This is an optimization exercise on Yosys and OpenROAD, whose aim is small area, a short achievable clock period and few clock cycles, not a production implementation.
Where RTL was checked, it was by simulation tests only, not by an equivalence proof against the original.
Only the layout flow was run in runs 1, 2, 4 and 5; the RTL was not checked for function there.
No run shown here takes its clock network from TritonCTS; it comes from the design's own scripts or RTL.
No driver is modelled on the clock port, so clock power and skew are understated where the tree is cut down; a real chip needs a root buffer or a tree.

## design/flow/flow/run.sh

```bash
#!/bin/bash
# The standard layout with two changes:
#  - port buffers are buf_2 cells (BUFFER_PORTS_ARGS), turned into buf_1 on the
#    inputs by flow/cts.tcl;
#  - output port buffers sit next to the flip-flops driving them (flow/cts.tcl);
#  - the clock tree is one level: the clock port drives four clkbuf_16 cells,
#    each driving the flip-flops of one quarter of the die
#    (flow/cts.tcl), instead of TritonCTS's two-level H-tree.
# Each tool's output goes to a log file of its own in this folder.
set -euo pipefail
export BUFFER_PORTS_ARGS="-buffer_cell sky130_fd_sc_hd__buf_2"
bash standard.sh place > place.log 2>&1
RES=$PWD/orfs/results/$FLOW_PLATFORM/ELA/base
RES=$RES openroad -no_init -exit flow/cts.tcl > cts.log 2>&1
cp $RES/4_1_cts.odb $RES/4_cts.odb
cp $RES/4_cts.sdc.tmp $RES/4_cts.sdc
bash standard.sh finish > finish.log 2>&1
```

## design/flow/flow/cts.tcl

```tcl
# One-level clock tree: split the clock sinks into four quadrant groups, give each
# group a clkbuf_16 at its centroid, legalize, and write the CTS results that
# the rest of the ORFS flow reads.
set plat $::env(FLOW_HOME)/platforms/$::env(FLOW_PLATFORM)
read_liberty $plat/lib/sky130_fd_sc_hd__tt_025C_1v80.lib
read_db $::env(RES)/3_place.odb
read_sdc $::env(RES)/3_place.sdc
source $plat/setRC.tcl

set db [ord::get_db]
set block [ord::get_db_block]

# Flip-flops that drive an output port's buffer and also internal logic get
# the 4x drive strength of their cell, so the output path stays short.
foreach bt [$block getBTerms] {
  if {[$bt getIoType] ne "OUTPUT"} continue
  set obuf [[lindex [[$bt getNet] getITerms] 0] getInst]
  set q [[$obuf findITerm A] getNet]
  foreach it [$q getITerms] {
    if {![$it isOutputSignal]} continue
    set ff [$it getInst]
    set mname [[$ff getMaster] getName]
    if {[llength [$q getITerms]] > 2 && [regexp {^(sky130_fd_sc_hd__df[a-z]+p)_1$} $mname -> base]} {
      puts "upsize [$ff getName] $mname -> ${base}_4"
      $ff swapMaster [$db findMaster ${base}_4]
    }
  }
}
# Each output port buffer goes next to the flip-flop that drives it, so the
# weak flip-flop output sees a short wire and the buffer drives the long one.
foreach bt [$block getBTerms] {
  if {[$bt getIoType] ne "OUTPUT"} continue
  set obuf [[lindex [[$bt getNet] getITerms] 0] getInst]
  set q [[$obuf findITerm A] getNet]
  foreach it [$q getITerms] {
    if {![$it isOutputSignal]} continue
    set ff [$it getInst]
    lassign [$ff getLocation] fx fy
    set w [[$ff getMaster] getWidth]
    $obuf setLocation [expr {$fx + $w}] $fy
    puts "move [$obuf getName] next to [$ff getName]"
  }
}

# Input port buffers only drive internal logic: use the 1x buffer for them.
foreach bt [$block getBTerms] {
  if {[$bt getIoType] ne "INPUT"} continue
  set n [$bt getNet]
  if {$n eq "NULL"} continue
  foreach it [$n getITerms] {
    set b [$it getInst]
    if {[[$b getMaster] getName] eq "sky130_fd_sc_hd__buf_2"} {
      puts "input buffer [$b getName] -> buf_1"
      $b swapMaster [$db findMaster sky130_fd_sc_hd__buf_1]
    }
  }
}

set master [$db findMaster sky130_fd_sc_hd__clkbuf_16]
set clk [$block findNet clk]
set sinks {}
foreach it [$clk getITerms] {
  set inst [$it getInst]
  set bb [$inst getBBox]
  lappend sinks [list [expr {([$bb xMin] + [$bb xMax]) / 2}] [expr {([$bb yMin] + [$bb yMax]) / 2}] $it]
}
# groups: split by x into two halves, then each half by y into two
set sinks [lsort -integer -index 0 $sinks]
set n [llength $sinks]
set h [expr {$n / 2}]
set groups {}
foreach half [list [lrange $sinks 0 [expr {$h - 1}]] [lrange $sinks $h end]] {
  set half [lsort -integer -index 1 $half]
  set m [llength $half]
  set q [expr {$m / 2}]
  lappend groups [lrange $half 0 [expr {$q - 1}]] [lrange $half $q end]
}
puts "clock sinks: $n"
set g 0
foreach grp $groups {
  set sx 0; set sy 0
  foreach s $grp { incr sx [lindex $s 0]; incr sy [lindex $s 1] }
  set cx [expr {$sx / [llength $grp]}]
  set cy [expr {$sy / [llength $grp]}]
  set buf [odb::dbInst_create $block $master "clkbuf_leaf_$g"]
  set net [odb::dbNet_create $block "clknet_leaf_$g"]
  $net setSigType CLOCK
  foreach s $grp {
    set it [lindex $s 2]
    $it disconnect
    $it connect $net
  }
  [$buf findITerm A] connect $clk
  [$buf findITerm X] connect $net
  $buf setLocation $cx $cy
  $buf setPlacementStatus PLACED
  puts "buffer $g: [llength $grp] sinks at $cx $cy"
  incr g
}
$clk setSigType CLOCK
set_propagated_clock [all_clocks]
detailed_placement
estimate_parasitics -placement
report_clock_skew
repair_timing -hold -verbose
detailed_placement
check_placement -verbose
report_checks -path_delay max -group_path_count 3 -format end
write_db $::env(RES)/4_1_cts.odb
write_sdc -no_timestamp $::env(RES)/4_cts.sdc.tmp
```

## design/flow/standard.sh

```bash
#!/bin/bash
# synth_recipe.tcl (not shown) runs the flow's synth.tcl, then flattens the netlist and writes it again
# the make line also repeats each setting of config.mk as NAME=value (left out here)
make -C /OpenROAD-flow-scripts/flow DESIGN_CONFIG=/design/flow/config.mk WORK_HOME=/design/flow/orfs CLKGATE_MAP_FILE= SYNTH_SCRIPT=/design/flow/synth_recipe.tcl "${@:-finish}"
```

## design/flow/config.mk

```make
export PLATFORM = sky130hd
export DESIGN_NAME = ELA
export DESIGN_NICKNAME = ELA
export VERILOG_FILES = /design/flow/design.v
export SDC_FILE = /design/flow/constraint.sdc
export NUM_CORES = 4
export LEC_CHECK = 0
export CAP_MARGIN = 40
export CORE_MARGIN = 2
export CORE_UTILIZATION = 70
export GPL_ROUTABILITY_DRIVEN = 1
export PLACE_DENSITY = 0.8
export SLEW_MARGIN = 40
```

## design/flow/constraint.sdc

```tcl
create_clock -name core_clock -period 13.0 [get_ports {clk}]
set_input_delay 2.6000 -clock core_clock [delete_from_list [all_inputs] [get_ports {clk}]]
set_output_delay 2.6000 -clock core_clock [all_outputs]
set_load 0.01 [all_outputs]
```

## design/flow/design.v

```verilog
`timescale 1ns/10ps
module ELA(clk, rst, ready, in_data, data_rd, req, wen, addr, data_wr, done);
	input				clk;
	input				rst;
	input				ready;
	input		[7:0]	in_data;
	input		[7:0]	data_rd;
	output 	reg			req;
	output 	reg			wen;
	output 	reg	[12:0]	addr;
	output 	reg	[7:0]	data_wr;
	output 	reg			done;
reg idle, arr, pro, tri_;
reg [1:0] sub;
wire [4:0] R = addr[12:8];
wire       o = addr[7];
wire [6:0] C = addr[6:0];
reg flast, ftend, fk0;
wire arr_end  = arr & (C == 7'd126);
wire last_arr = arr & flast;                          
wire tri_end  = tri_ & (sub == 2'd2) & ftend;         
wire nreq = (idle & ready) | (arr_end & (R == 5'd0)) | (tri_end & (R != 5'd31));
always @(posedge clk) begin
  flast <= (C == 7'd125) & (R != 5'd0);
  ftend <= (sub == 2'd1) & (C == 7'd126);
  fk0   <= nreq;
end
always @(posedge clk or posedge rst) begin
  if (rst) begin
    idle <= 1'b1; arr <= 1'b0; pro <= 1'b0; tri_ <= 1'b0;
    sub <= 2'd0;
    req <= 1'b0; wen <= 1'b0; done <= 1'b0;
  end else begin
    req <= nreq;
    if (idle & ready) begin idle <= 1'b0; arr <= 1'b1; end
    if (last_arr) begin arr <= 1'b0; pro <= 1'b1; end
    if (pro) begin
      sub <= sub + 2'd1;
      if (sub == 2'd3) begin pro <= 1'b0; tri_ <= 1'b1; end
    end
    if (tri_) begin
      sub <= (sub == 2'd2) ? 2'd0 : sub + 2'd1;
      if (tri_end) begin
        tri_ <= 1'b0;
        if (R != 5'd31) arr <= 1'b1;
      end
    end
    wen  <= (arr & ~last_arr) | (pro & sub == 2'd1) |
            (tri_ & sub == 2'd0 & C != 7'd1) | tri_end;
    done <= ~(idle | arr | pro | tri_);
  end
end
reg [4:0] dR;
reg [6:0] dC;
reg       nO;
always @(*) begin
  dR = 5'd0; dC = 7'd0; nO = o;
  if (arr) begin
    dC = last_arr ? 7'd2 : 7'd1;
    if (fk0) begin dR = {4'd0, 1'b1} + {4'd0, o}; nO = 1'b0; end
  end
  if (pro) case (sub)
    2'd0: dR = -5'd1;
    2'd1: begin dR = 5'd1; dC = -7'd1; end
    2'd2: dC = 7'd2;
    default: dR = -5'd1;
  endcase
  if (tri_) case (sub)
    2'd0: begin dC = -7'd2; nO = 1'b1; end
    2'd1: begin dR = 5'd1; dC = 7'd3; nO = 1'b0; end
    default: begin
      dR = -5'd1;
      if (ftend) begin dC = -7'd2; nO = 1'b1; end
    end
  endcase
end
always @(posedge clk) begin
  if (idle) addr <= {5'd31, 1'b0, 7'd127};
  else addr <= {R + dR, nO, C + dC};
end
reg [7:0] UA, UB, LA, LB, LC;
reg [7:0] dq, aq, bestd;
wire u_ld = (tri_ & (sub == 2'd0)) | (pro & (sub == 2'd1));
wire l_ld = (tri_ & (sub == 2'd2)) | (pro & (sub == 2'd0 | sub == 2'd3));
wire [8:0] dif = {1'b0, UA} - {1'b0, LA};
wire [8:0] sum = {1'b0, UA} + {1'b0, LA};
wire lt = dq < bestd;
wire le = dq <= bestd;
wire take = tri_ & ((sub == 2'd1) |
                    (sub == 2'd2 & (C == 7'd1 | C == 7'd2 | le)) |
                    (sub == 2'd0 & C != 7'd2 & lt));
always @(posedge clk) begin
  dq <= dif[8] ? -dif[7:0] : dif[7:0];
  aq <= sum[8:1];
  if (take) bestd <= dq;
  if (arr) data_wr <= in_data;
  else if (take) data_wr <= aq;
  UA <= UB;
  UB <= u_ld ? data_rd : UA;
  if (l_ld) LA <= data_rd;
  else begin LA <= LB; LB <= LC; LC <= LA; end
end
endmodule
```

==> impl_metrics.env, run 1 <==
export IMPL_drc=0
export IMPL_worst_pin_slew_ns=0.745
export IMPL_grt_usage_pct=22.4
export IMPL_dieHeight_um=84.3
export IMPL_ys_seq_elements=97
export IMPL_final_cells=529
export IMPL_overflow=0
export IMPL_timing_rr_start="sub[1]"
export IMPL_cp_required_ns=10.40
export IMPL_core_mm2=0.00628
export IMPL_place_congestion=0.853
export IMPL_fin_crit_ns=3.28
export IMPL_slowest_stage="edfxtp_1"
export IMPL_port_buffers=42
export IMPL_crit_arrival_ns=0.68
export IMPL_clk_latency_ns=0.16
export IMPL_drt_wl_total_um=7870
export IMPL_cp_start_kind="flip-flop"
export IMPL_via_per_inst=5.56
export IMPL_synthToLayoutAreaGrowth_pct=8.65
export IMPL_max_stage_delay_ns=0.37
export IMPL_setup_viol=0
export IMPL_synth_top_area_share_pct=24.8
export IMPL_die_w_um=84.3
export IMPL_drt_iter0_markers=89
export IMPL_slew_headroom_pct=50.0
export IMPL_synthFlopType="dfxtp_1"
export IMPL_route_vias_total=2941
export IMPL_rows=29
export IMPL_end_kind="primary output"
export IMPL_synthArstFlopShare_pct=9.28
export IMPL_final_cell_mix="nand2_1, dfxtp_1, inv_1, ha_1, edfxtp_1"
export IMPL_setup_ws_ns=9.72
export IMPL_ant_nets=0
export IMPL_dp_slack_ns=9.77
export IMPL_drtPass1Iterations=4
export IMPL_crit_chain="buf_2"
export IMPL_nFillCells=436
export IMPL_path_delay_family="flip-flops"
export IMPL_syn_nets=477
export IMPL_antenna_found_initial=0
export IMPL_worstSetupStartpoint="data_wr[0]"
export IMPL_yosys_top_cells_area="dfxtp_1, edfxtp_1, ha_1"
export IMPL_grt_pass1_wl_um=13200
export IMPL_antenna_cells=0
export IMPL_dp_cells=525
export IMPL_yosysUniqueCellTypes=54
export IMPL_yosysSeqAreaShare_pct=51.1
export IMPL_grt_max_degree=26
export IMPL_syn_area_per_cell_um2=10.9
export IMPL_fin_skew_ns=0.00960
export IMPL_fin_setup_tns_ns=0
export IMPL_crit_type="reg2out"
export IMPL_min_path_type="reg2reg"
export IMPL_synth_edf_count=32
export IMPL_slew_violations=0
export IMPL_finalNetCount=517
export IMPL_layout_commonest_cell="nand2_1"
export IMPL_max_freq_ghz=0.305
export IMPL_final_hold_viol_count=0
export IMPL_finalHoldWorstSlack_ns=0.333
export IMPL_rsz0062_at_grt="no"
export IMPL_synthCells=414
export IMPL_crit_cells=1
export IMPL_crit_buf_inv=1
export IMPL_hpwl_um=6010
export IMPL_netlist_area_mm2=0.00451
export IMPL_run_status="complete, no violations"
export IMPL_r2r_setup_slack_ns=9.84
export IMPL_crit_fanout=1
export IMPL_synth_top_area_cell="dfxtp_1"
export IMPL_fin_crit_sh_pct=25.2
export IMPL_clk_pin_slew_ns=0.09
export IMPL_start_util_pct=71.9
export IMPL_drive_above_1_share_pct=17.0
export IMPL_synth_warnings=1
export IMPL_rr_worst_depth=14
export IMPL_io_pins=43
export IMPL_die_area_mm2=0.00711
export IMPL_cap_violations=0
export IMPL_timing_rr_end="addr[6]"
export IMPL_cp_endpoint="data_wr[0]"
export IMPL_routedWlPerCell_um=14.9
export IMPL_grt_pass1_vias=2831
synth_stat cells (all sizes together), types with 4 or more instances:
master  instances
o21ai          20
a21o            5
edfxtp         32
o31ai           4
clkbuf          5
dfxtp          56
buf             4
a21oi          20
inv            40
nor2           25
nand3           7
ha             40
nand2          44
nand4           4
and3            4
xor2            9
fa              4
nand2b          5
xnor2          16
o21bai          6
nor2b           6
dfrtp           8
mux2           17
flip-flops by register name, summed over array words and instances (netlist names), 2 cells and up:
name,count
bestd,8
UA,8
LB,8
LA,8
LC,8
UB,8
sub,2
dq,8
aq,8
addr,13
data_wr,8
per-layer routing:
layer,global-route usage (%),up-vias,wire length (um),part of all wire (%)
li1,-,1488,-,-
met1,29.2,1391,3500,44
met2,41.1,53,3970,50
met3,1.87,9,266,3.4
met4,4.55,0,138,1.8
met5,0,-,0,0
cells by family after synthesis:
logic type      Yosys count  synth area share [%]
fa+ha+maj                44                  12.9
xor+xnor                 25                  5.02
compound gates           71                  10.7
simple gates            107                  11.1
flops                    97                  51.1
buf+inv                  51                  4.55
mux                      19                  4.68
cell type report:
cell class,count,area [um2],area share (%)
plain buffers,4,100,2.04
well taps,77,96.3,1.96
flip-flops and latches,97,2360,48.1
inverters,42,158,3.21
multi-input cells,266,2000,40.8
repair buffers,43,193,3.93
how the worst min path moves through the flow:
stage / depth (start not counted) / endpoint / slack [ns] / start
floorplan: 0 / UA[0] / 0.31 / UB[0]
global placement: 0 / UA[4] / 0.31 / UB[4]
detailed placement: 0 / UA[3] / 0.31 / UB[3]
global route: 0 / UA[4] / 0.34 / UB[4]
finish: 0 / UA[3] / 0.33 / UB[3]
stage by stage:
step / cell area [um2] / util, %
3_5_place_dp: 4780 / 76.1
5_1_grt: 4900 / 78.1
2_1_floorplan: 4510 / -
6_report: 4900 / 78.1
3_3_place_gp: 4770 / 76.0
==> inputs of run 2 (changes only) <==
--- a/design/flow/design.v
+++ b/design/flow/design.v
@@ -47,5 +47,5 @@
     end
     wen  <= (arr & ~last_arr) | (pro & sub == 2'd1) |
-            (tri_ & sub == 2'd0 & C != 7'd1) | tri_end;
+            (tri_ & sub == 2'd0) | tri_end;
     done <= ~(idle | arr | pro | tri_);
   end
==> impl_metrics.env, run 2 <==
export IMPL_run_status="complete, no violations"
export IMPL_grt_pass1_vias=2953
export IMPL_worst_pin_slew_ns=0.732
export IMPL_rsz0062_at_grt="no"
export IMPL_fin_crit_sh_pct=25.9
export IMPL_placed_area_mm2=0.00472
export IMPL_via_per_inst=5.65
export IMPL_post_route_util_pct=77.7
export IMPL_dp_cells=516
export IMPL_final_cells=520
export IMPL_crit_type="reg2reg"
export IMPL_fin_crit_ns=3.37
export IMPL_synth_top_area_cell="dfxtp_1"
export IMPL_slew_violations=0
export IMPL_drt_wl_total_um=8610
export IMPL_antenna_found_initial=0
export IMPL_synth_top_cells_by_count="dfxtp_1, nand2_1, ha_1, inv_1, edfxtp_1"
export IMPL_die_w_um=83.7
export IMPL_synth_edf_count=32
export IMPL_fin_setup_tns_ns=0
export IMPL_dieHeight_um=83.7
export IMPL_finalNetCount=508
export IMPL_fin_skew_ns=0.0138
export IMPL_largest_register="addr"
export IMPL_clk_pin_slew_ns=0.10
export IMPL_yosysUniqueCellTypes=50
export IMPL_port_buffers=42
export IMPL_crit_arrival_ns=3.41
export IMPL_final_hold_viol_count=0
export IMPL_grt_pass1_wl_um=13900
export IMPL_start_util_pct=71.3
export IMPL_crit_chain="inv_1 > ha_1 > inv_1 > mux2i_1 > a21o_1 > ha_1 > inv_1 > fa_1 > nor2b_1 > o21ai_0 > a21boi_0 > o21ai_0 > nand3_1 > or3b_2"
export IMPL_synthToLayoutAreaGrowth_pct=8.94
export IMPL_register_area_mm2=0.00236
export IMPL_cp_required_ns=13.05
export IMPL_finalHoldWorstSlack_ns=0.333
export IMPL_drt_iter0_markers=137
export IMPL_rows=29
export IMPL_synth_most_common_cell="dfxtp_1"
export IMPL_synthCells=406
export IMPL_synth_warnings=1
export IMPL_routedWlPerCell_um=16.6
export IMPL_syn_nets=469
export IMPL_syn_area_per_cell_um2=11.0
export IMPL_crit_fanout=8
export IMPL_min_path_type="reg2reg"
export IMPL_setup_ws_ns=9.63
export IMPL_yosysSeqAreaShare_pct=51.9
export IMPL_final_cell_mix="dfxtp_1, nand2_1, inv_1, ha_1, edfxtp_1"
export IMPL_r2r_setup_slack_ns=9.63
export IMPL_grt_usage_pct=24.3
export IMPL_min_delay_start="UB[5]"
export IMPL_grt_max_degree=26
export IMPL_ys_seq_elements=97
export IMPL_yosys_top_cells_area="dfxtp_1, edfxtp_1, ha_1"
export IMPL_largest_reg_flops=13
export IMPL_drtPass1Iterations=4
export IMPL_slew_headroom_pct=51.2
export IMPL_max_freq_ghz=0.297
export IMPL_cap_violations=0
export IMPL_antenna_cells=0
export IMPL_synthFlopType="dfxtp_1"
export IMPL_drc=0
export IMPL_dp_slack_ns=9.69
export IMPL_end_kind="flip-flop"
export IMPL_route_vias_total=2937
export IMPL_cp_common_cell="inv_1"
export IMPL_worstSetupStartpoint="sub[1]"
export IMPL_netlist_area_mm2=0.00445
export IMPL_overflow=0
export IMPL_slowest_stage="dfrtp_1"
export IMPL_synthArstFlopShare_pct=9.28
export IMPL_timing_rr_start="sub[1]"
export IMPL_max_stage_delay_ns=0.44
export IMPL_place_congestion=0.829
export IMPL_multi_input_comb_area_mm2=0.00195
export IMPL_stdcell_area_mm2=0.00485
export IMPL_synth_top_area_share_pct=25.2
export IMPL_core_mm2=0.00624
export IMPL_die_area_mm2=0.00701
export IMPL_io_pins=43
export IMPL_clk_latency_ns=0.16
export IMPL_cp_start_kind="flip-flop"
export IMPL_setup_viol=0
export IMPL_ant_nets=0
export IMPL_drive_above_1_share_pct=15.6
export IMPL_hpwl_um=6430
export IMPL_nFillCells=437
-- run 2: cell types whose count changed after synthesis, moves of 3 or more --
| cell | previous run | this run |
|---|---|---|
| a21oi_2 | 4 | 0 |
| and3_1 | 4 | 1 |
| a211oi_1 | 1 | 4 |
| o21ai_1 | 5 | 0 |
-- run 2: final timing paths --
path / to / depth (start not counted)
setup / recovery: addr[6] / 14
hold / removal: UA[5] / 0
setup reg to reg: addr[6] / 14
hold reg to reg: UA[5] / 0
max in group asynchronous: idle / 2
min in group asynchronous: sub[1] / 2
-- run 2: logic make-up (layout without fill, tap and decap cells) --
family,count (synthesis),in the layout,synth area share [%]
AO/OA/AOI/OAI,67,67,9.84
buffers and inverters,51,88,4.53
XOR/XNOR,26,26,5.12
multiplexers,20,20,4.98
AND/OR/NAND/NOR,101,101,10.6
adder cells (fa/ha/maj),44,44,13.0
flip-flops,97,97,51.9
-- run 2: area by class of cell --
cell class	count	area share, %
multi-input cells	258	40.2
inverters	42	3.25
repair buffers	42	3.87
plain buffers	4	2.07
well taps	77	1.99
flip-flops and latches	97	48.6
-- run 2: layer usage --
layer	vias up	routed length, um	track usage [%]
li1	1466	-	-
met1	1403	3540	30.5
met2	49	4590	46.2
met3	19	258	1.38
met4	0	218	5.28
met5	-	0	0
-- run 2: critical path, delay by kind of cell, from the launching register on --
| kind | cells | cell delay, ns |
|---|---|---|
| simple gates | 3 | 0.70 |
| fa+ha+maj | 3 | 0.91 |
| compound gates | 4 | 0.70 |
| buf+inv | 3 | 0.34 |
| flops | 1 | 0.44 |
| mux | 1 | 0.15 |
==> inputs of run 3 (changes only) <==
--- a/design/flow/design.v
+++ b/design/flow/design.v
@@ -11,28 +11,24 @@
 	output 	reg	[7:0]	data_wr;
 	output 	reg			done;
-reg idle, arr, pro, tri_;
+reg idle, arr, pro, tri_, dne;
 reg [1:0] sub;
 wire [4:0] R = addr[12:8];
 wire       o = addr[7];
 wire [6:0] C = addr[6:0];
-reg flast, ftend, fk0;
 wire arr_end  = arr & (C == 7'd126);
-wire last_arr = arr & flast;                          
-wire tri_end  = tri_ & (sub == 2'd2) & ftend;         
-wire nreq = (idle & ready) | (arr_end & (R == 5'd0)) | (tri_end & (R != 5'd31));
-always @(posedge clk) begin
-  flast <= (C == 7'd125) & (R != 5'd0);
-  ftend <= (sub == 2'd1) & (C == 7'd126);
-  fk0   <= nreq;
-end
+wire last_arr = arr_end & (R != 5'd0);                
+wire tri_end  = tri_ & (sub == 2'd2) & (C == 7'd1);   
 always @(posedge clk or posedge rst) begin
   if (rst) begin
-    idle <= 1'b1; arr <= 1'b0; pro <= 1'b0; tri_ <= 1'b0;
+    idle <= 1'b1; arr <= 1'b0; pro <= 1'b0; tri_ <= 1'b0; dne <= 1'b0;
     sub <= 2'd0;
     req <= 1'b0; wen <= 1'b0; done <= 1'b0;
   end else begin
-    req <= nreq;
-    if (idle & ready) begin idle <= 1'b0; arr <= 1'b1; end
-    if (last_arr) begin arr <= 1'b0; pro <= 1'b1; end
+    req <= 1'b0;
+    if (idle & ready) begin idle <= 1'b0; arr <= 1'b1; req <= 1'b1; end
+    if (arr) begin
+      if (last_arr) begin arr <= 1'b0; pro <= 1'b1; end
+      else if (arr_end) req <= 1'b1;
+    end
     if (pro) begin
       sub <= sub + 2'd1;
@@ -43,10 +39,11 @@
       if (tri_end) begin
         tri_ <= 1'b0;
-        if (R != 5'd31) arr <= 1'b1;
+        if (R == 5'd31) dne <= 1'b1;
+        else begin arr <= 1'b1; req <= 1'b1; end
       end
     end
     wen  <= (arr & ~last_arr) | (pro & sub == 2'd1) |
-            (tri_ & sub == 2'd0) | tri_end;
-    done <= ~(idle | arr | pro | tri_);
+            (tri_ & sub == 2'd0 & C != 7'd1) | tri_end;
+    done <= dne;
   end
 end
@@ -58,5 +55,5 @@
   if (arr) begin
     dC = last_arr ? 7'd2 : 7'd1;
-    if (fk0) begin dR = {4'd0, 1'b1} + {4'd0, o}; nO = 1'b0; end
+    if (C == 7'd127) begin dR = {4'd0, 1'b1} + {4'd0, o}; nO = 1'b0; end
   end
   if (pro) case (sub)
@@ -71,5 +68,5 @@
     default: begin
       dR = -5'd1;
-      if (ftend) begin dC = -7'd2; nO = 1'b1; end
+      if (C == 7'd1) begin dC = -7'd2; nO = 1'b1; end
     end
   endcase
==> impl_metrics.env, run 3 <==
export IMPL_slew_headroom_pct=61.2
export IMPL_grt_pass1_vias=2711
export IMPL_r2r_setup_slack_ns=9.78
export IMPL_ys_seq_elements=95
export IMPL_netlist_area_mm2=0.00449
export IMPL_dieHeight_um=84.1
export IMPL_slowest_stage="dfxtp_4"
export IMPL_drt_iter0_markers=157
export IMPL_cp_start_kind="flip-flop"
export IMPL_io_pins=43
export IMPL_fin_crit_ns=3.30
export IMPL_fin_crit_sh_pct=25.4
export IMPL_largest_register="addr"
export IMPL_synth_warnings=1
export IMPL_cp_required_ns=10.40
export IMPL_rr_worst_depth=12
export IMPL_synthFlopType="dfxtp_1"
export IMPL_grt_pass1_wl_um=13100
export IMPL_synthToLayoutAreaGrowth_pct=8.30
export IMPL_clk_pin_slew_ns=0.09
export IMPL_antenna_found_initial=0
export IMPL_synth_edf_count=32
export IMPL_grt_max_degree=25
export IMPL_die_w_um=84.1
export IMPL_start_util_pct=71.6
export IMPL_synth_top_cells_by_count="dfxtp_1, ha_1, nand2_1"
export IMPL_grtUsageMet2_pct=34.7
export IMPL_grt_usage_pct=22.1
export IMPL_synth_top_area_share_pct=23.6
export IMPL_place_congestion=0.951
export IMPL_synthArstFlopShare_pct=10.5
export IMPL_largest_reg_flops=13
export IMPL_drtPass1Iterations=4
export IMPL_die_area_mm2=0.00708
export IMPL_crit_arrival_ns=0.70
export IMPL_via_per_inst=5.54
export IMPL_grt_busiest_layer="met2"
export IMPL_fin_skew_ns=0.0105
export IMPL_route_vias_total=2881
export IMPL_path_delay_family="flip-flops"
export IMPL_rsz0062_at_grt="no"
export IMPL_yosysUniqueCellTypes=55
export IMPL_drc=0
export IMPL_crit_chain="buf_2"
export IMPL_yosys_top_cells_area="dfxtp_1, edfxtp_1, ha_1"
export IMPL_timing_rr_start="addr[3]"
export IMPL_worst_pin_slew_ns=0.581
export IMPL_cp_endpoint="addr[1]"
export IMPL_routedWlPerCell_um=14.7
export IMPL_clk_latency_ns=0.15
export IMPL_setup_viol=0
export IMPL_timing_rr_end="addr[6]"
export IMPL_crit_type="reg2out"
export IMPL_synth_most_common_cell="dfxtp_1"
export IMPL_rows=29
export IMPL_grt_util_met1_pct=34.7
export IMPL_yosysSeqAreaShare_pct=50.6
export IMPL_max_stage_delay_ns=0.40
export IMPL_syn_area_per_cell_um2=11.0
export IMPL_run_status="complete, no violations"
export IMPL_antenna_cells=0
export IMPL_setup_ws_ns=9.70
export IMPL_final_hold_viol_count=0
export IMPL_finalNetCount=508
export IMPL_fin_setup_tns_ns=0
export IMPL_min_path_type="reg2reg"
export IMPL_ant_nets=0
export IMPL_cap_violations=0
export IMPL_crit_cells=1
export IMPL_synth_top_area_cell="dfxtp_1"
export IMPL_slew_violations=0
export IMPL_syn_nets=470
export IMPL_synthCells=407
export IMPL_drive_above_1_share_pct=13.8
export IMPL_max_freq_ghz=0.303
export IMPL_port_buffers=42
export IMPL_final_cell_mix="dfxtp_1, ha_1, nand2_1"
export IMPL_hold_depth=0
export IMPL_met3_usage_pct=1.78
export IMPL_overflow=0
export IMPL_dp_slack_ns=9.73
export IMPL_drt_wl_total_um=7670
export IMPL_crit_fanout=6
export IMPL_core_mm2=0.00628
export IMPL_crit_buf_inv=1
export IMPL_worstSetupStartpoint="addr[1]"
export IMPL_hpwl_um=5710
export IMPL_end_kind="primary output"
run 3: changes by cell type after synthesis, sizes merged, moves of 3 or more:
cell    before  now
dfxtp       56   53
o21ai       13   10
nand2b       5   12
nand2       43   39
run 3: routing by layer:
metal	share of wire [%]	up-vias
met2	44	69
met5	0	-
met3	5.0	10
li1	-	1470
met4	1.6	0
met1	49	1332
run 3: final cells by class:
class                   instances  area [um2]
inverters                      38         143
flip-flops and latches         95        2320
repair buffers                 42         188
multi-input cells             264        2020
well taps                      77        96.3
fillers                       445        1410
plain buffers                   4         100
run 3: per-stage QoR:
step	util, %	cell area [um2]	cells	hold WS, ns
floorplan	-	4490	407	0.310
detailed placement	75.5	4740	516	0.313
global route	77.5	4870	520	0.337
global placement	75.5	4740	516	0.310
finish	77.5	4870	520	0.333
run 3: worst min-delay path by stage:
stage | to | slack [ns] | start
after detailed placement | UA[2] | 0.31 | UB[2]
final | UA[3] | 0.33 | UB[3]
after global routing | UA[3] | 0.34 | UB[3]
after floorplan | UA[0] | 0.31 | UB[0]
after global placement | UA[6] | 0.31 | UB[6]
run 3: cells by family after synthesis:
kind of cell               count (synthesis)  share of synthesized area (%)
AOI/OAI and AO/OA                         64                           9.55
muxes                                     19                           4.71
buffers and inverters                     48                           4.51
DFF                                       95                           50.6
xor gates and xnor gates                  27                           5.26
adders and majority gates                 44                           12.9
and+or+nand+nor                          110                           12.4
Testbench counts of run 3, summed over its fixed seeds: cycles 129,008.
==> inputs of run 4 (changes only) <==
--- a/design/flow/design.v
+++ b/design/flow/design.v
@@ -44,5 +44,5 @@
     end
     wen  <= (arr & ~last_arr) | (pro & sub == 2'd1) |
-            (tri_ & sub == 2'd0 & C != 7'd1) | tri_end;
+            (tri_ & sub == 2'd0) | tri_end;
     done <= dne;
   end
==> impl_metrics.env, run 4 <==
export IMPL_timing_rr_end="addr[6]"
export IMPL_post_route_util_pct=77.9
export IMPL_nFillCells=428
export IMPL_synthCells=407
export IMPL_fin_skew_ns=0.0117
export IMPL_crit_arrival_ns=3.55
export IMPL_port_buffers=42
export IMPL_start_util_pct=71.5
export IMPL_max_freq_ghz=0.287
export IMPL_die_w_um=84.1
export IMPL_fin_crit_ns=3.49
export IMPL_run_status="complete, no violations"
export IMPL_crit_fanout=12
export IMPL_end_kind="flip-flop"
export IMPL_slew_violations=0
export IMPL_antenna_cells=0
export IMPL_crit_type="reg2reg"
export IMPL_drc=0
export IMPL_finalNetCount=511
export IMPL_synth_top_cells_by_count="dfxtp_1, ha_1, inv_1, nand2_1, edfxtp_1"
export IMPL_placed_area_mm2=0.00475
export IMPL_synthToLayoutAreaGrowth_pct=8.95
export IMPL_routed_top_layer="met4"
export IMPL_wl_met3_um=245
export IMPL_synthFlopType="dfxtp_1"
export IMPL_place_congestion=0.865
export IMPL_fin_crit_sh_pct=26.8
export IMPL_synth_edf_count=32
export IMPL_slew_headroom_pct=47.9
export IMPL_yosysUniqueCellTypes=50
export IMPL_cp_required_ns=13.06
export IMPL_final_cell_mix="dfxtp_1, ha_1, inv_1, nand2_1, edfxtp_1"
export IMPL_netlist_area_mm2=0.00449
export IMPL_drtPass1Iterations=4
export IMPL_die_area_mm2=0.00707
export IMPL_hold_depth=0
export IMPL_route_vias_total=2907
export IMPL_routedWlPerCell_um=15.9
export IMPL_timing_rr_start="arr"
export IMPL_synth_warnings=1
export IMPL_synth_most_common_cell="dfxtp_1"
export IMPL_wl_met1_um=3640
export IMPL_stdcell_area_mm2=0.00489
export IMPL_io_pins=43
export IMPL_rr_worst_depth=14
export IMPL_grt_pass1_vias=3072
export IMPL_cp_start_kind="flip-flop"
export IMPL_ant_nets=0
export IMPL_drt_wl_total_um=8330
export IMPL_syn_area_per_cell_um2=11.0
export IMPL_drt_iter0_markers=112
export IMPL_syn_nets=470
export IMPL_yosysSeqAreaShare_pct=50.7
export IMPL_rows=29
export IMPL_drive_above_1_share_pct=16.6
export IMPL_via_per_inst=5.56
export IMPL_hold_end="UA[5]"
export IMPL_clk_latency_ns=0.16
export IMPL_grt_max_degree=25
export IMPL_synthArstFlopShare_pct=10.5
export IMPL_min_path_type="reg2reg"
export IMPL_antenna_found_initial=0
export IMPL_synth_top_area_share_pct=23.6
export IMPL_yosys_top_cells_area="dfxtp_1, edfxtp_1, ha_1"
export IMPL_cap_violations=0
export IMPL_ys_seq_elements=95
export IMPL_r2r_setup_slack_ns=9.51
export IMPL_final_hold_viol_count=0
export IMPL_worst_pin_slew_ns=0.776
export IMPL_largest_reg_flops=13
export IMPL_clk_pin_slew_ns=0.09
export IMPL_rsz0062_at_grt="no"
export IMPL_min_delay_start="UB[5]"
export IMPL_fin_setup_tns_ns=0
export IMPL_dieHeight_um=84.1
export IMPL_setup_viol=0
export IMPL_synth_top_area_cell="dfxtp_1"
export IMPL_grt_usage_pct=24.3
export IMPL_multi_input_comb_area_mm2=0.00201
export IMPL_hpwl_um=6110
export IMPL_largest_register="addr"
export IMPL_overflow=0
export IMPL_dr_wl_met2_um=4370
export IMPL_register_area_mm2=0.00232
export IMPL_core_mm2=0.00628
export IMPL_grt_pass1_wl_um=14100
## run 4: cell types whose count changed after synthesis, sizes merged, moves of 2 or more
cell / change
nand3: +2
buf: -2
nand2b: -2
o21a: +3
a221o: -2
a21oi: +3
and2: -2
nor3: -2
## run 4: worst max-delay path, cell delays in order, from the launching register on
cell and delay, ns:
dfrtp_1 0.68, nand4_1 0.20, nor4_1 0.30, o21ai_0 0.22, nand2_1 0.18, mux2i_1 0.13
a21o_1 0.20, ha_1 0.21, fa_1 0.40, a21o_1 0.17, a21oi_1 0.23, or4b_2 0.17
nand4_1 0.10, xnor2_1 0.15, nand2b_1 0.06
## run 4: logic make-up (layout without fill, tap and decap cells)
logic type	Yosys count	after routing	synth area share, %
adder cells (fa/ha/maj)	44	44	12.9
XOR/XNOR	27	27	5.27
multiplexers	20	20	4.93
AO/OA/AOI/OAI	66	66	9.51
flip-flops	95	95	50.7
AND/OR/NAND/NOR	106	106	12.1
buffers and inverters	49	88	4.57
## run 4: cell type report
class / instances / share of cell area, %
multi-input cells: 263 / 41.2
plain buffers: 4 / 2.05
well taps: 77 / 1.97
repair buffers: 44 / 4.22
inverters: 40 / 3.07
flip-flops and latches: 95 / 47.5
## run 4: per-layer routing
metal	vias to the layer above	GRT usage, %
met5	-	0
met4	0	2.35
met3	6	1.19
met2	58	46.7
met1	1365	31.3
li1	1478	-
## run 4: how the worst max path moves through the flow
stage,start,end
2_1_floorplan,in_data[0],data_wr[0]
3_3_place_gp,arr,addr[6]
3_5_place_dp,arr,addr[6]
5_1_grt,arr,addr[6]
6_report,arr,addr[6]
## run 4: metrics by stage
step | std cells | hold slack (ns) | setup slack [ns]
floorplan | 407 | 0.310 | 9.90
global placement | 517 | 0.310 | 9.73
detailed placement | 518 | 0.313 | 9.60
global route | 523 | 0.342 | 9.24
finish | 523 | 0.334 | 9.51
==> inputs of run 5 (changes only) <==
==> design/flow/design.v (replaced) <==
`timescale 1ns/10ps
module ELA(clk, rst, ready, in_data, data_rd, req, wen, addr, data_wr, done);
	input				clk;
	input				rst;
	input				ready;
	input		[7:0]	in_data;
	input		[7:0]	data_rd;
	output 	reg			req;
	output 	reg			wen;
	output 	reg	[12:0]	addr;
	output 	reg	[7:0]	data_wr;
	output 	reg			done;
reg idle, arr, pro, tri_;
reg [1:0] sub;
wire [4:0] R = addr[12:8];
wire       o = addr[7];
wire [6:0] C = addr[6:0];
wire arr_end  = arr & (C == 7'd126);
wire last_arr = arr_end & (R != 5'd0);                
wire tri_end  = tri_ & (sub == 2'd2) & (C == 7'd1);   
always @(posedge clk or posedge rst) begin
  if (rst) begin
    idle <= 1'b1; arr <= 1'b0; pro <= 1'b0; tri_ <= 1'b0;
    sub <= 2'd0;
    req <= 1'b0; wen <= 1'b0; done <= 1'b0;
  end else begin
    req <= 1'b0;
    if (idle & ready) begin idle <= 1'b0; arr <= 1'b1; req <= 1'b1; end
    if (arr) begin
      if (last_arr) begin arr <= 1'b0; pro <= 1'b1; end
      else if (arr_end) req <= 1'b1;
    end
    if (pro) begin
      sub <= sub + 2'd1;
      if (sub == 2'd3) begin pro <= 1'b0; tri_ <= 1'b1; end
    end
    if (tri_) begin
      sub <= (sub == 2'd2) ? 2'd0 : sub + 2'd1;
      if (tri_end) begin
        tri_ <= 1'b0;
        if (R != 5'd31) begin arr <= 1'b1; req <= 1'b1; end
      end
    end
    wen  <= (arr & ~last_arr) | (pro & sub == 2'd0) | (tri_ & sub == 2'd2);
    done <= ~(idle | arr | pro | tri_);
  end
end
reg [4:0] dR;
reg [6:0] dC;
reg       nO;
always @(*) begin
  dR = 5'd0; dC = 7'd0; nO = o;
  if (arr) begin
    dC = last_arr ? 7'd2 : 7'd1;
    if (C == 7'd127) begin dR = {4'd0, 1'b1} + {4'd0, o}; nO = 1'b0; end
  end
  if (pro) case (sub)
      2'd0: dC = -7'd1;
      2'd1: begin dR = -5'd1; dC = 7'd1; end
      2'd2: begin dR = 5'd1; dC = 7'd1; end
      default: begin dR = -5'd1; dC = -7'd2; nO = 1'b1; end
    endcase
  if (tri_) case (sub)
      2'd0: begin dC = 7'd2; nO = 1'b0; end
      2'd1: begin dR = 5'd1; dC = 7'd1; end
      default: begin dR = -5'd1; dC = -7'd2; nO = 1'b1; end
    endcase
end
always @(posedge clk) begin
  if (idle) addr <= {5'd31, 1'b0, 7'd127};
  else addr <= {R + dR, nO, C + dC};
end
wire edge1 = (C[6:1] == 6'd0);                           
wire edge2 = (C[6:2] == 5'd0) & (C[1] ^ C[0]);           
reg [7:0] UA, UB, LA, LB, LC, bestd;
wire u_ld = (tri_ & (sub == 2'd1)) | (pro & (sub == 2'd2));
wire l_ld = (tri_ & (sub == 2'd2)) | (pro & (sub == 2'd0 | sub == 2'd3));
wire [8:0] dif = {1'b0, UA} - {1'b0, LA};
wire [7:0] d = dif[8] ? -dif[7:0] : dif[7:0];
wire [8:0] sum = {1'b0, UA} + {1'b0, LA};
wire take = tri_ & ((sub == 2'd0) |
                    (sub == 2'd1 & (edge1 | d <= bestd)) |
                    (sub == 2'd2 & ~edge2 & d < bestd));
always @(posedge clk) begin
  if (take) bestd <= d;
  if (arr) data_wr <= in_data;
  else if (take) data_wr <= sum[8:1];
  UB <= UA;
  UA <= u_ld ? data_rd : UB;
  if (l_ld) LA <= data_rd;
  else begin LA <= LB; LB <= LC; LC <= LA; end
end
endmodule
--- a/design/flow/flow/run.sh
+++ b/design/flow/flow/run.sh
@@ -3,5 +3,4 @@
 #  - port buffers are buf_2 cells (BUFFER_PORTS_ARGS), turned into buf_1 on the
 #    inputs by flow/cts.tcl;
-#  - output port buffers sit next to the flip-flops driving them (flow/cts.tcl);
 #  - the clock tree is one level: the clock port drives four clkbuf_16 cells,
 #    each driving the flip-flops of one quarter of the die
--- a/design/flow/flow/cts.tcl
+++ b/design/flow/flow/cts.tcl
@@ -27,20 +27,4 @@
   }
 }
-# Each output port buffer goes next to the flip-flop that drives it, so the
-# weak flip-flop output sees a short wire and the buffer drives the long one.
-foreach bt [$block getBTerms] {
-  if {[$bt getIoType] ne "OUTPUT"} continue
-  set obuf [[lindex [[$bt getNet] getITerms] 0] getInst]
-  set q [[$obuf findITerm A] getNet]
-  foreach it [$q getITerms] {
-    if {![$it isOutputSignal]} continue
-    set ff [$it getInst]
-    lassign [$ff getLocation] fx fy
-    set w [[$ff getMaster] getWidth]
-    $obuf setLocation [expr {$fx + $w}] $fy
-    puts "move [$obuf getName] next to [$ff getName]"
-  }
-}
-
 # Input port buffers only drive internal logic: use the 1x buffer for them.
 foreach bt [$block getBTerms] {
==> impl_metrics.env, run 5 <==
export IMPL_antenna_cells=0
export IMPL_rsz0062_at_grt="no"
export IMPL_clk_pin_slew_ns=0.08
export IMPL_fin_crit_sh_pct=31.9
export IMPL_place_congestion=0.856
export IMPL_netlist_area_mm2=0.00411
export IMPL_rows=27
export IMPL_setup_viol=0
export IMPL_syn_area_per_cell_um2=10.3
export IMPL_synth_top_area_cell="edfxtp_1"
export IMPL_drt_wl_total_um=8070
export IMPL_fin_crit_ns=4.15
export IMPL_slew_headroom_pct=55.1
export IMPL_crit_fanout=9
export IMPL_synth_top_cells_by_count="nand2_1, ha_1, dfxtp_1"
export IMPL_drc=0
export IMPL_cp_start_kind="flip-flop"
export IMPL_drtPass1Iterations=4
export IMPL_drive_above_1_share_pct=14.1
export IMPL_min_delay_start="UA[2]"
export IMPL_port_buffers=42
export IMPL_finalNetCount=501
export IMPL_synthArstFlopShare_pct=11.5
export IMPL_rr_worst_depth=14
export IMPL_dp_cells=500
export IMPL_final_hold_viol_count=0
export IMPL_cp_required_ns=12.80
export IMPL_cap_violations=0
export IMPL_yosysUniqueCellTypes=54
export IMPL_crit_chain="inv_1 > ha_1 > fa_1 > xor2_1 > nand3_1 > nor3_1 > a31oi_1 > xnor2_1 > ha_1 > a21oi_1 > o21ai_0 > nor4_1 > o21a_1 > or2_1"
export IMPL_crit_type="reg2reg"
export IMPL_max_freq_ghz=0.241
export IMPL_clk_latency_ns=0.15
export IMPL_synthCells=397
export IMPL_layout_commonest_cell="nand2_1"
export IMPL_cp_common_cell="ha_1"
export IMPL_timing_rr_start="UA[0]"
export IMPL_ys_seq_elements=78
export IMPL_synthFlopType="dfxtp_1"
export IMPL_routedWlPerCell_um=16.0
export IMPL_core_mm2=0.00557
export IMPL_final_cells=505
export IMPL_synthToLayoutAreaGrowth_pct=9.50
export IMPL_crit_arrival_ns=3.95
export IMPL_worstSetupStartpoint="UA[0]"
export IMPL_register_area_mm2=0.00198
export IMPL_end_kind="flip-flop"
export IMPL_die_area_mm2=0.00650
export IMPL_multi_input_comb_area_mm2=0.00201
export IMPL_yosys_top_cells_area="edfxtp_1, dfxtp_1, ha_1"
export IMPL_dieHeight_um=80.6
export IMPL_grt_max_degree=25
export IMPL_final_cell_mix="nand2_1, ha_1, inv_1"
export IMPL_dp_slack_ns=8.91
export IMPL_yosysSeqAreaShare_pct=46.9
export IMPL_grt_usage_pct=25.6
export IMPL_setup_ws_ns=8.85
export IMPL_drt_iter0_markers=207
export IMPL_ant_nets=0
export IMPL_grt_pass1_vias=2767
export IMPL_io_pins=43
export IMPL_slew_violations=0
export IMPL_start_util_pct=73.7
export IMPL_largest_register="addr"
export IMPL_route_vias_total=2914
export IMPL_largest_reg_flops=13
export IMPL_run_status="complete, no violations"
export IMPL_die_w_um=80.6
export IMPL_max_stage_delay_ns=0.44
export IMPL_synth_most_common_cell="nand2_1"
export IMPL_nFillCells=381
export IMPL_synth_edf_count=32
export IMPL_synth_top_area_share_pct=23.4
export IMPL_antenna_found_initial=0
export IMPL_synth_warnings=1
export IMPL_overflow=0
export IMPL_via_per_inst=5.77
export IMPL_fin_setup_tns_ns=0
export IMPL_fin_skew_ns=0.00842
export IMPL_slowest_stage="fa_1"
export IMPL_grt_pass1_wl_um=13100
export IMPL_syn_nets=463
export IMPL_hold_depth=0
export IMPL_hpwl_um=6040
export IMPL_min_path_type="reg2reg"
export IMPL_worst_pin_slew_ns=0.674
## run 5: cell types whose count changed in the layout (fill, tap and decap cells not counted), sizes merged, moves of 5 or more
cell / previous run / this run
dfxtp: 53 / 37
mux2: 17 / 9
o21ai: 10 / 20
xor2: 8 / 3
nand2b: 10 / 15
xnor2: 19 / 24
nand2: 39 / 46
inv: 39 / 33
## run 5: final timing paths
path | endpoint | slack (ns)
min in group asynchronous | done | 2.37
max in group asynchronous | idle | 10.33
min reg2reg | UB[2] | 0.38
min | UB[2] | 0.38
max | data_wr[6] | 8.85
max reg2reg | data_wr[6] | 8.85
## run 5: final cells by class
cell class / count / area share (%)
plain buffers: 4 / 2.22
inverters: 34 / 2.84
multi-input cells: 274 / 44.6
flip-flops and latches: 78 / 43.9
well taps: 72 / 2.00
repair buffers: 43 / 4.42
## run 5: kinds of logic (layout without fill, tap and decap cells)
| kind of cell | count (synthesis) | in the layout | share of synthesized area, % |
|---|---|---|---|
| simple gates | 116 | 116 | 13.7 |
| compound gates | 75 | 75 | 11.8 |
| fa+ha+maj | 47 | 47 | 15.0 |
| xor+xnor | 27 | 27 | 5.76 |
| mux | 9 | 9 | 2.47 |
| buf+inv | 45 | 81 | 4.26 |
| flops | 78 | 78 | 46.9 |
## run 5: critical path, delay by kind of cell, from the launching register on
kind / cells / cell delay, ns
DFF: 1 / 0.37
adders and majority gates: 3 / 0.97
xor gates and xnor gates: 2 / 0.52
and+or+nand+nor: 4 / 1.10
AOI/OAI and AO/OA: 4 / 0.78
buffers and inverters: 1 / 0.06
## run 5: routing by layer
| layer | track usage (%) | vias to the layer above | part of all wire (%) |
|---|---|---|---|
| met1 | 37.4 | 1388 | 47 |
| met5 | 0 | - | 0 |
| met3 | 1.01 | 6 | 4.5 |
| li1 | - | 1440 | - |
| met2 | 44.3 | 80 | 47 |
| met4 | 2.37 | 0 | 0.92 |
## run 5: per-stage QoR
step           instance area (um2)  util [%]  hold WS, ns
2_1_floorplan                 4110         -        0.355
3_3_place_gp                  4360      78.2        0.357
3_5_place_dp                  4360      78.2        0.374
5_1_grt                       4500      80.7        0.391
6_report                      4500      80.7        0.383
==> inputs of run 6 (changes only) <==
==> design/flow/design.v (replaced) <==
`timescale 1ns/10ps
module ELA(clk, rst, ready, in_data, data_rd, req, wen, addr, data_wr, done);
	input				clk;
	input				rst;
	input				ready;
	input		[7:0]	in_data;
	input		[7:0]	data_rd;
	output 	reg			req;
	output 	reg			wen;
	output 	reg	[12:0]	addr;
	output 	reg	[7:0]	data_wr;
	output 	reg			done;
reg idle, arr, pro, tri_;
reg [1:0] sub;
localparam [1:0] G0 = 2'b00, G1 = 2'b01, G2 = 2'b11, G3 = 2'b10;
wire [4:0] R = addr[12:8];
wire       o = addr[7];
wire [6:0] C = addr[6:0];
reg flast, ftend, fk0;
wire arr_end  = arr & (C == 7'd126);
wire last_arr = arr & flast;                          
wire tri_end  = tri_ & (sub == G2) & ftend;         
wire nreq = (idle & ready) | (arr_end & (R == 5'd0)) | (tri_end & (R != 5'd31));
always @(posedge clk) begin
  flast <= (C == 7'd125) & (R != 5'd0);
  ftend <= (sub == G1) & (C == 7'd126);
  fk0   <= nreq;
end
always @(posedge clk or posedge rst) begin
  if (rst) begin
    idle <= 1'b1; arr <= 1'b0; pro <= 1'b0; tri_ <= 1'b0;
    sub <= 2'd0;
    req <= 1'b0; wen <= 1'b0; done <= 1'b0;
  end else begin
    req <= nreq;
    if (idle & ready) begin idle <= 1'b0; arr <= 1'b1; end
    if (last_arr) begin arr <= 1'b0; pro <= 1'b1; end
    if (pro) begin
      sub <= {sub[0], ~sub[1]};
      if (sub == G3) begin pro <= 1'b0; tri_ <= 1'b1; end
    end
    if (tri_) begin
      sub <= {sub[0] & ~sub[1], ~sub[1]};
      if (tri_end) begin
        tri_ <= 1'b0;
        if (R != 5'd31) arr <= 1'b1;
      end
    end
    wen  <= (arr & ~last_arr) | (pro & sub == G1) |
            (tri_ & sub == G0) | tri_end;
    done <= ~(idle | arr | pro | tri_);
  end
end
reg [4:0] dR;
reg [6:0] dC;
reg       nO;
always @(*) begin
  dR = 5'd0; dC = 7'd0; nO = o;
  if (arr) begin
    dC = last_arr ? 7'd2 : 7'd1;
    if (fk0) begin dR = {4'd0, 1'b1} + {4'd0, o}; nO = 1'b0; end
  end
  if (pro) case (sub)
    G0: dR = -5'd1;
    G1: begin dR = 5'd1; dC = -7'd1; end
    G2: dC = 7'd2;
    default: dR = -5'd1;
  endcase
  if (tri_) case (sub)
    G0: begin dC = -7'd2; nO = 1'b1; end
    G1: begin dR = 5'd1; dC = 7'd3; nO = 1'b0; end
    default: begin
      dR = -5'd1;
      if (ftend) begin dC = -7'd2; nO = 1'b1; end
    end
  endcase
end
wire [4:0] Rb = idle ? 5'd31 : R;
wire [6:0] Cb = idle ? 7'd127 : C;
always @(posedge clk) begin
  addr <= {Rb + dR, nO & ~idle, Cb + dC};
end
reg [7:0] UA, UB, LA, LB, LC;
reg [7:0] dq, aq, bestd;
wire u_ld = (tri_ & (sub == G0)) | (pro & (sub == G1));
wire l_ld = (tri_ & (sub == G2)) | (pro & (sub == G0 | sub == G3));
wire [8:0] dif = {1'b0, UA} - {1'b0, LA};
wire [8:0] sum = {1'b0, UA} + {1'b0, LA};
wire lt = dq < bestd;
wire le = dq <= bestd;
wire take = tri_ & ((sub == G1) |
                    (sub == G2 & (C == 7'd1 | C == 7'd2 | le)) |
                    (sub == G0 & C != 7'd2 & lt));
always @(posedge clk) begin
  dq <= dif[8] ? -dif[7:0] : dif[7:0];
  aq <= sum[8:1];
  if (take) bestd <= dq;
  if (arr) data_wr <= in_data;
  else if (take) data_wr <= aq;
  UA <= UB;
  UB <= u_ld ? data_rd : UA;
  if (l_ld) LA <= data_rd;
  else begin LA <= LB; LB <= LC; LC <= LA; end
end
endmodule
--- a/design/flow/flow/run.sh
+++ b/design/flow/flow/run.sh
@@ -3,4 +3,5 @@
 #  - port buffers are buf_2 cells (BUFFER_PORTS_ARGS), turned into buf_1 on the
 #    inputs by flow/cts.tcl;
+#  - output port buffers sit next to the flip-flops driving them (flow/cts.tcl);
 #  - the clock tree is one level: the clock port drives four clkbuf_16 cells,
 #    each driving the flip-flops of one quarter of the die
--- a/design/flow/flow/cts.tcl
+++ b/design/flow/flow/cts.tcl
@@ -27,4 +27,20 @@
   }
 }
+# Each output port buffer goes next to the flip-flop that drives it, so the
+# weak flip-flop output sees a short wire and the buffer drives the long one.
+foreach bt [$block getBTerms] {
+  if {[$bt getIoType] ne "OUTPUT"} continue
+  set obuf [[lindex [[$bt getNet] getITerms] 0] getInst]
+  set q [[$obuf findITerm A] getNet]
+  foreach it [$q getITerms] {
+    if {![$it isOutputSignal]} continue
+    set ff [$it getInst]
+    lassign [$ff getLocation] fx fy
+    set w [[$ff getMaster] getWidth]
+    $obuf setLocation [expr {$fx + $w}] $fy
+    puts "move [$obuf getName] next to [$ff getName]"
+  }
+}
+
 # Input port buffers only drive internal logic: use the 1x buffer for them.
 foreach bt [$block getBTerms] {
==> impl_metrics.env, run 6 <==
export IMPL_run_status="complete, no violations"
export IMPL_fin_crit_ns=3.26
export IMPL_die_area_mm2=0.00707
export IMPL_grt_usage_pct=22.7
export IMPL_path_delay_family="flip-flops"
export IMPL_crit_arrival_ns=0.66
export IMPL_slowest_stage="dfxtp_4"
export IMPL_min_path_type="reg2reg"
export IMPL_finalNetCount=513
export IMPL_routedWlPerCell_um=14.8
export IMPL_rows=29
export IMPL_largest_reg_flops=13
export IMPL_rr_worst_depth=12
export IMPL_rsz0062_at_grt="no"
export IMPL_grt_busiest_layer="met2"
export IMPL_synthCells=420
export IMPL_yosys_top_cells_area="dfxtp_1, edfxtp_1, ha_1"
export IMPL_clk_pin_slew_ns=0.09
export IMPL_crit_type="reg2out"
export IMPL_min_delay_start="UB[1]"
export IMPL_io_pins=43
export IMPL_synth_top_area_share_pct=25.0
export IMPL_worstSetupStartpoint="addr[6]"
export IMPL_grt_max_degree=26
export IMPL_grtUsageMet2_pct=39.5
export IMPL_crit_buf_inv=1
export IMPL_clk_latency_ns=0.16
export IMPL_place_congestion=0.835
export IMPL_cp_start_kind="flip-flop"
export IMPL_fin_setup_tns_ns=0
export IMPL_final_hold_viol_count=0
export IMPL_timing_rr_start="arr"
export IMPL_syn_area_per_cell_um2=10.7
export IMPL_core_mm2=0.00628
export IMPL_synth_most_common_cell="dfxtp_1"
export IMPL_ant_nets=0
export IMPL_slew_headroom_pct=51.6
export IMPL_largest_register="addr"
export IMPL_slew_violations=0
export IMPL_synthFlopType="dfxtp_1"
export IMPL_synth_warnings=1
export IMPL_hpwl_um=5790
export IMPL_grt_pass1_vias=2853
export IMPL_synthArstFlopShare_pct=9.28
export IMPL_ys_seq_elements=97
export IMPL_drc=0
export IMPL_grt_pass1_wl_um=13300
export IMPL_dieHeight_um=84.1
export IMPL_crit_chain="buf_2"
export IMPL_met3_usage_pct=1.38
export IMPL_netlist_area_mm2=0.00449
export IMPL_max_stage_delay_ns=0.38
export IMPL_port_buffers=42
export IMPL_syn_nets=478
export IMPL_yosysSeqAreaShare_pct=51.4
export IMPL_synthToLayoutAreaGrowth_pct=8.28
export IMPL_layout_commonest_cell="inv_1"
export IMPL_die_w_um=84.1
export IMPL_cap_violations=0
export IMPL_grt_util_met1_pct=32.8
export IMPL_via_per_inst=5.49
export IMPL_start_util_pct=71.5
export IMPL_worst_pin_slew_ns=0.721
export IMPL_end_kind="primary output"
export IMPL_synth_top_area_cell="dfxtp_1"
export IMPL_hold_depth=0
export IMPL_antenna_found_initial=0
export IMPL_setup_viol=0
export IMPL_dp_slack_ns=9.79
export IMPL_timing_rr_end="addr[6]"
export IMPL_synth_edf_count=32
export IMPL_r2r_setup_slack_ns=9.82
export IMPL_drtPass1Iterations=4
export IMPL_overflow=0
export IMPL_fin_crit_sh_pct=25.1
export IMPL_route_vias_total=2912
export IMPL_nFillCells=425
export IMPL_hold_end="UA[1]"
export IMPL_drt_wl_total_um=7840
export IMPL_setup_ws_ns=9.74
export IMPL_crit_fanout=5
export IMPL_yosysUniqueCellTypes=54
export IMPL_synth_top_cells_by_count="dfxtp_1, inv_1, nand2_1"
export IMPL_cp_required_ns=10.40
export IMPL_drive_above_1_share_pct=17.0
export IMPL_drt_iter0_markers=130
export IMPL_antenna_cells=0
export IMPL_fin_skew_ns=0.0140
export IMPL_max_freq_ghz=0.306
export IMPL_final_cell_mix="inv_1, dfxtp_1, nand2_1"
## run 6: worst max path at each step
stage,end,slack [ns],cells after the start
after detailed placement,data_wr[2],9.79,2
after global placement,data_wr[4],9.80,2
final,addr[6],9.74,1
after floorplan,data_wr[0],9.90,1
after global routing,addr[6],9.64,12
## run 6: cell families after synthesis
kind of cell,Yosys count,share of synthesized area (%)
AND/OR/NAND/NOR,111,11.8
flip-flops,97,51.4
AO/OA/AOI/OAI,73,10.8
buffers and inverters,58,5.21
adder cells (fa/ha/maj),39,11.5
XOR/XNOR,27,5.43
multiplexers,15,3.76
## run 6: layout make-up
class / count / area [um2] / area share, %
flip-flops and latches: 97 / 2360 / 48.5
inverters: 45 / 169 / 3.47
repair buffers: 42 / 188 / 3.86
well taps: 77 / 96.3 / 1.98
multi-input cells: 265 / 1950 / 40.1
plain buffers: 4 / 100 / 2.06
## run 6: through the flow
stage,util [%],hold WS (ns),area (um2),instances
after global placement,75.4,0.310,4730,526
after detailed placement,75.4,0.312,4730,526
after global routing,77.4,0.340,4860,530
final,77.4,0.331,4860,530
after floorplan,-,0.310,4490,420
## run 6: layer usage
metal  routed length (um)  share of wire [%]  up-vias
li1                     -                  -     1489
met1                 3630                 46     1346
met2                 3770                 48       69
met3                  341                4.3        8
met4                  101                1.3        0
met5                    0                  0        -
Testbench counts of run 6, summed over its fixed seeds: cycles 129,008.
==> inputs of run 7 (changes only) <==
--- a/design/flow/flow/run.sh
+++ b/design/flow/flow/run.sh
@@ -1,6 +1,9 @@
 #!/bin/bash
-# The standard layout with two changes:
+# The standard layout (standard.sh) up to placement, then flow/cts.tcl in
+# place of ORFS's CTS step, then standard.sh for the rest. The changes:
 #  - port buffers are buf_2 cells (BUFFER_PORTS_ARGS), turned into buf_1 on the
 #    inputs by flow/cts.tcl;
+#  - flip-flops driving an output port and internal logic get a stronger
+#    drive (flow/cts.tcl);
 #  - output port buffers sit next to the flip-flops driving them (flow/cts.tcl);
 #  - the clock tree is one level: the clock port drives four clkbuf_16 cells,
--- a/design/flow/flow/cts.tcl
+++ b/design/flow/flow/cts.tcl
@@ -1,5 +1,10 @@
-# One-level clock tree: split the clock sinks into four quadrant groups, give each
-# group a clkbuf_16 at its centroid, legalize, and write the CTS results that
-# the rest of the ORFS flow reads.
+# Runs after ORFS placement and replaces its CTS step:
+#  - flip-flops that drive an output port buffer and internal logic get a
+#    stronger drive, and each output port buffer moves next to its flip-flop;
+#  - input port buffers become buf_1;
+#  - one-level clock tree: the clock sinks are split into four quadrant groups,
+#    each driven by a clkbuf_16 at its centroid, all four fed by the clock port;
+# then the design is legalized and the CTS results that the rest of the ORFS
+# flow reads are written.
 set plat $::env(FLOW_HOME)/platforms/$::env(FLOW_PLATFORM)
 read_liberty $plat/lib/sky130_fd_sc_hd__tt_025C_1v80.lib
@@ -11,20 +16,4 @@
 set block [ord::get_db_block]
 
-# Flip-flops that drive an output port's buffer and also internal logic get
-# the 4x drive strength of their cell, so the output path stays short.
-foreach bt [$block getBTerms] {
-  if {[$bt getIoType] ne "OUTPUT"} continue
-  set obuf [[lindex [[$bt getNet] getITerms] 0] getInst]
-  set q [[$obuf findITerm A] getNet]
-  foreach it [$q getITerms] {
-    if {![$it isOutputSignal]} continue
-    set ff [$it getInst]
-    set mname [[$ff getMaster] getName]
-    if {[llength [$q getITerms]] > 2 && [regexp {^(sky130_fd_sc_hd__df[a-z]+p)_1$} $mname -> base]} {
-      puts "upsize [$ff getName] $mname -> ${base}_4"
-      $ff swapMaster [$db findMaster ${base}_4]
-    }
-  }
-}
 # Each output port buffer goes next to the flip-flop that drives it, so the
 # weak flip-flop output sees a short wire and the buffer drives the long one.
==> impl_metrics.env, run 7 <==
export IMPL_cp_required_ns=10.40
export IMPL_die_area_mm2=0.00707
export IMPL_synth_top_area_cell="dfxtp_1"
export IMPL_syn_area_per_cell_um2=10.7
export IMPL_layout_commonest_cell="dfxtp_1"
export IMPL_drive_above_1_share_pct=14.1
export IMPL_core_mm2=0.00628
export IMPL_synth_most_common_cell="dfxtp_1"
export IMPL_start_util_pct=71.5
export IMPL_largest_register="addr"
export IMPL_largest_reg_flops=13
export IMPL_grt_pass1_vias=2836
export IMPL_fin_setup_tns_ns=0
export IMPL_grt_pass1_wl_um=13200
export IMPL_synth_warnings=1
export IMPL_place_congestion=0.835
export IMPL_drtPass1Iterations=4
export IMPL_clk_latency_ns=0.16
export IMPL_fin_crit_sh_pct=25.4
export IMPL_worst_pin_slew_ns=0.720
export IMPL_slew_violations=0
export IMPL_synthArstFlopShare_pct=9.28
export IMPL_antenna_found_initial=0
export IMPL_rows=29
export IMPL_dieHeight_um=84.1
export IMPL_syn_nets=478
export IMPL_max_freq_ghz=0.303
export IMPL_slowest_stage="dfxtp_1"
export IMPL_crit_fanout=5
export IMPL_yosys_top_cells_area="dfxtp_1, edfxtp_1, ha_1"
export IMPL_yosysSeqAreaShare_pct=51.4
export IMPL_drt_wl_total_um=7780
export IMPL_ant_nets=0
export IMPL_fin_skew_ns=0.0140
export IMPL_clk_pin_slew_ns=0.09
export IMPL_synthFlopType="dfxtp_1"
export IMPL_setup_viol=0
export IMPL_dp_slack_ns=9.79
export IMPL_rsz0062_at_grt="no"
export IMPL_hpwl_um=5790
export IMPL_path_delay_family="flip-flops"
export IMPL_grt_usage_pct=22.5
export IMPL_grt_max_degree=26
export IMPL_slew_headroom_pct=51.7
export IMPL_crit_arrival_ns=0.70
export IMPL_max_stage_delay_ns=0.39
export IMPL_antenna_cells=0
export IMPL_yosysUniqueCellTypes=54
export IMPL_overflow=0
export IMPL_cap_violations=0
export IMPL_stdcell_area_mm2=0.00481
export IMPL_fin_crit_ns=3.30
export IMPL_finalHoldWorstSlack_ns=0.331
export IMPL_netlist_area_mm2=0.00449
export IMPL_crit_buf_inv=1
export IMPL_via_per_inst=5.45
export IMPL_final_cell_mix="dfxtp_1, inv_1, nand2_1"
export IMPL_synth_top_cells_by_count="dfxtp_1, inv_1, nand2_1"
export IMPL_ys_seq_elements=97
export IMPL_routedWlPerCell_um=14.7
export IMPL_synthToLayoutAreaGrowth_pct=7.19
export IMPL_crit_chain="buf_2"
export IMPL_run_status="complete, no violations"
export IMPL_drt_iter0_markers=123
export IMPL_placed_area_mm2=0.00473
export IMPL_min_path_type="reg2reg"
export IMPL_synth_edf_count=32
export IMPL_port_buffers=42
export IMPL_finalNetCount=513
export IMPL_route_vias_total=2888
export IMPL_setup_ws_ns=9.70
export IMPL_drc=0
export IMPL_end_kind="primary output"
export IMPL_final_hold_viol_count=0
export IMPL_io_pins=43
export IMPL_synth_top_area_share_pct=25.0
export IMPL_nFillCells=429
export IMPL_synthCells=420
export IMPL_die_w_um=84.1
export IMPL_cp_start_kind="flip-flop"
export IMPL_crit_type="reg2out"
==> run 7: cell counts after synthesis <==
Identical to the previous run, type by type.
==> run 7: cells by family (layout without fill, tap and decap cells) <==
group / Yosys count / count (layout) / synth area share [%]
AO/OA/AOI/OAI: 73 / 73 / 10.8
XOR/XNOR: 27 / 27 / 5.43
adder cells (fa/ha/maj): 39 / 39 / 11.5
buffers and inverters: 58 / 91 / 5.21
flip-flops: 97 / 97 / 51.4
multiplexers: 15 / 15 / 3.76
AND/OR/NAND/NOR: 111 / 111 / 11.8
==> run 7: layout make-up <==
type / count / area (um2) / area share (%)
repair buffers: 42 / 188 / 3.90
inverters: 45 / 169 / 3.51
plain buffers: 4 / 100 / 2.08
multi-input cells: 265 / 1950 / 40.5
well taps: 77 / 96.3 / 2.00
flip-flops and latches: 97 / 2310 / 48.0
==> run 7: final timing paths <==
| path | start | end | slack, ns | cells after the start |
|---|---|---|---|---|
| worst min-delay path | UB[1] | UA[1] | 0.33 | 0 |
| worst max register to register | arr | addr[6] | 9.88 | 12 |
| worst max-delay path | addr[6] | addr[6] | 9.70 | 1 |
| max in group asynchronous | rst | idle | 10.33 | 2 |
| min in group asynchronous | rst | sub[1] | 2.37 | 2 |
| worst min register to register | UB[1] | UA[1] | 0.33 | 0 |
==> run 7: layer usage <==
metal	wire length (um)	global-route usage (%)
met1	3620	32.1
met2	3750	39.4
met3	315	1.38
met4	91	2.35
met5	0	0
==> run 7: per-stage QoR <==
step / instances / util, %
after detailed placement: 526 / 75.4
after floorplan: 420 / -
after global routing: 530 / 76.7
final: 530 / 76.7
after global placement: 526 / 75.4

afterwards: timing with drivers on the ports:
Ports are ideal in the flow. The routed layouts listed here were re-timed in OpenROAD.
Step 1 assumes that a clkbuf_16 drives the clock port and a buf_2 every other input.
Step 2 adds t to the input delays and takes it off the output delays; t is the mean of the earliest and latest rising clock arrival at the registers after step 1. Input paths then give back, and output paths get back, about the clock's delay inside the block.
Three values: no drivers, after step 1, after step 2; two values: the first two.
run	t (ns)	slack for setup (ns)	clock arrival spread, ns
run 1	0.227	9.718 / 9.642 / 9.791	0.010 / 0.010
run 2	0.234	9.633 / 9.624 / 9.633	0.014 / 0.014
run 3	0.229	9.702 / 9.620 / 9.784	0.011 / 0.011
run 4	0.228	9.513 / 9.513 / 9.513	0.012 / 0.011
run 5	0.219	8.851 / 8.851 / 8.851	0.009 / 0.008
run 6	0.227	9.736 / 9.661 / 9.801	0.014 / 0.014
run 7	0.229	9.696 / 9.617 / 9.802	0.014 / 0.014
After both steps setup and hold are still met in every run listed.
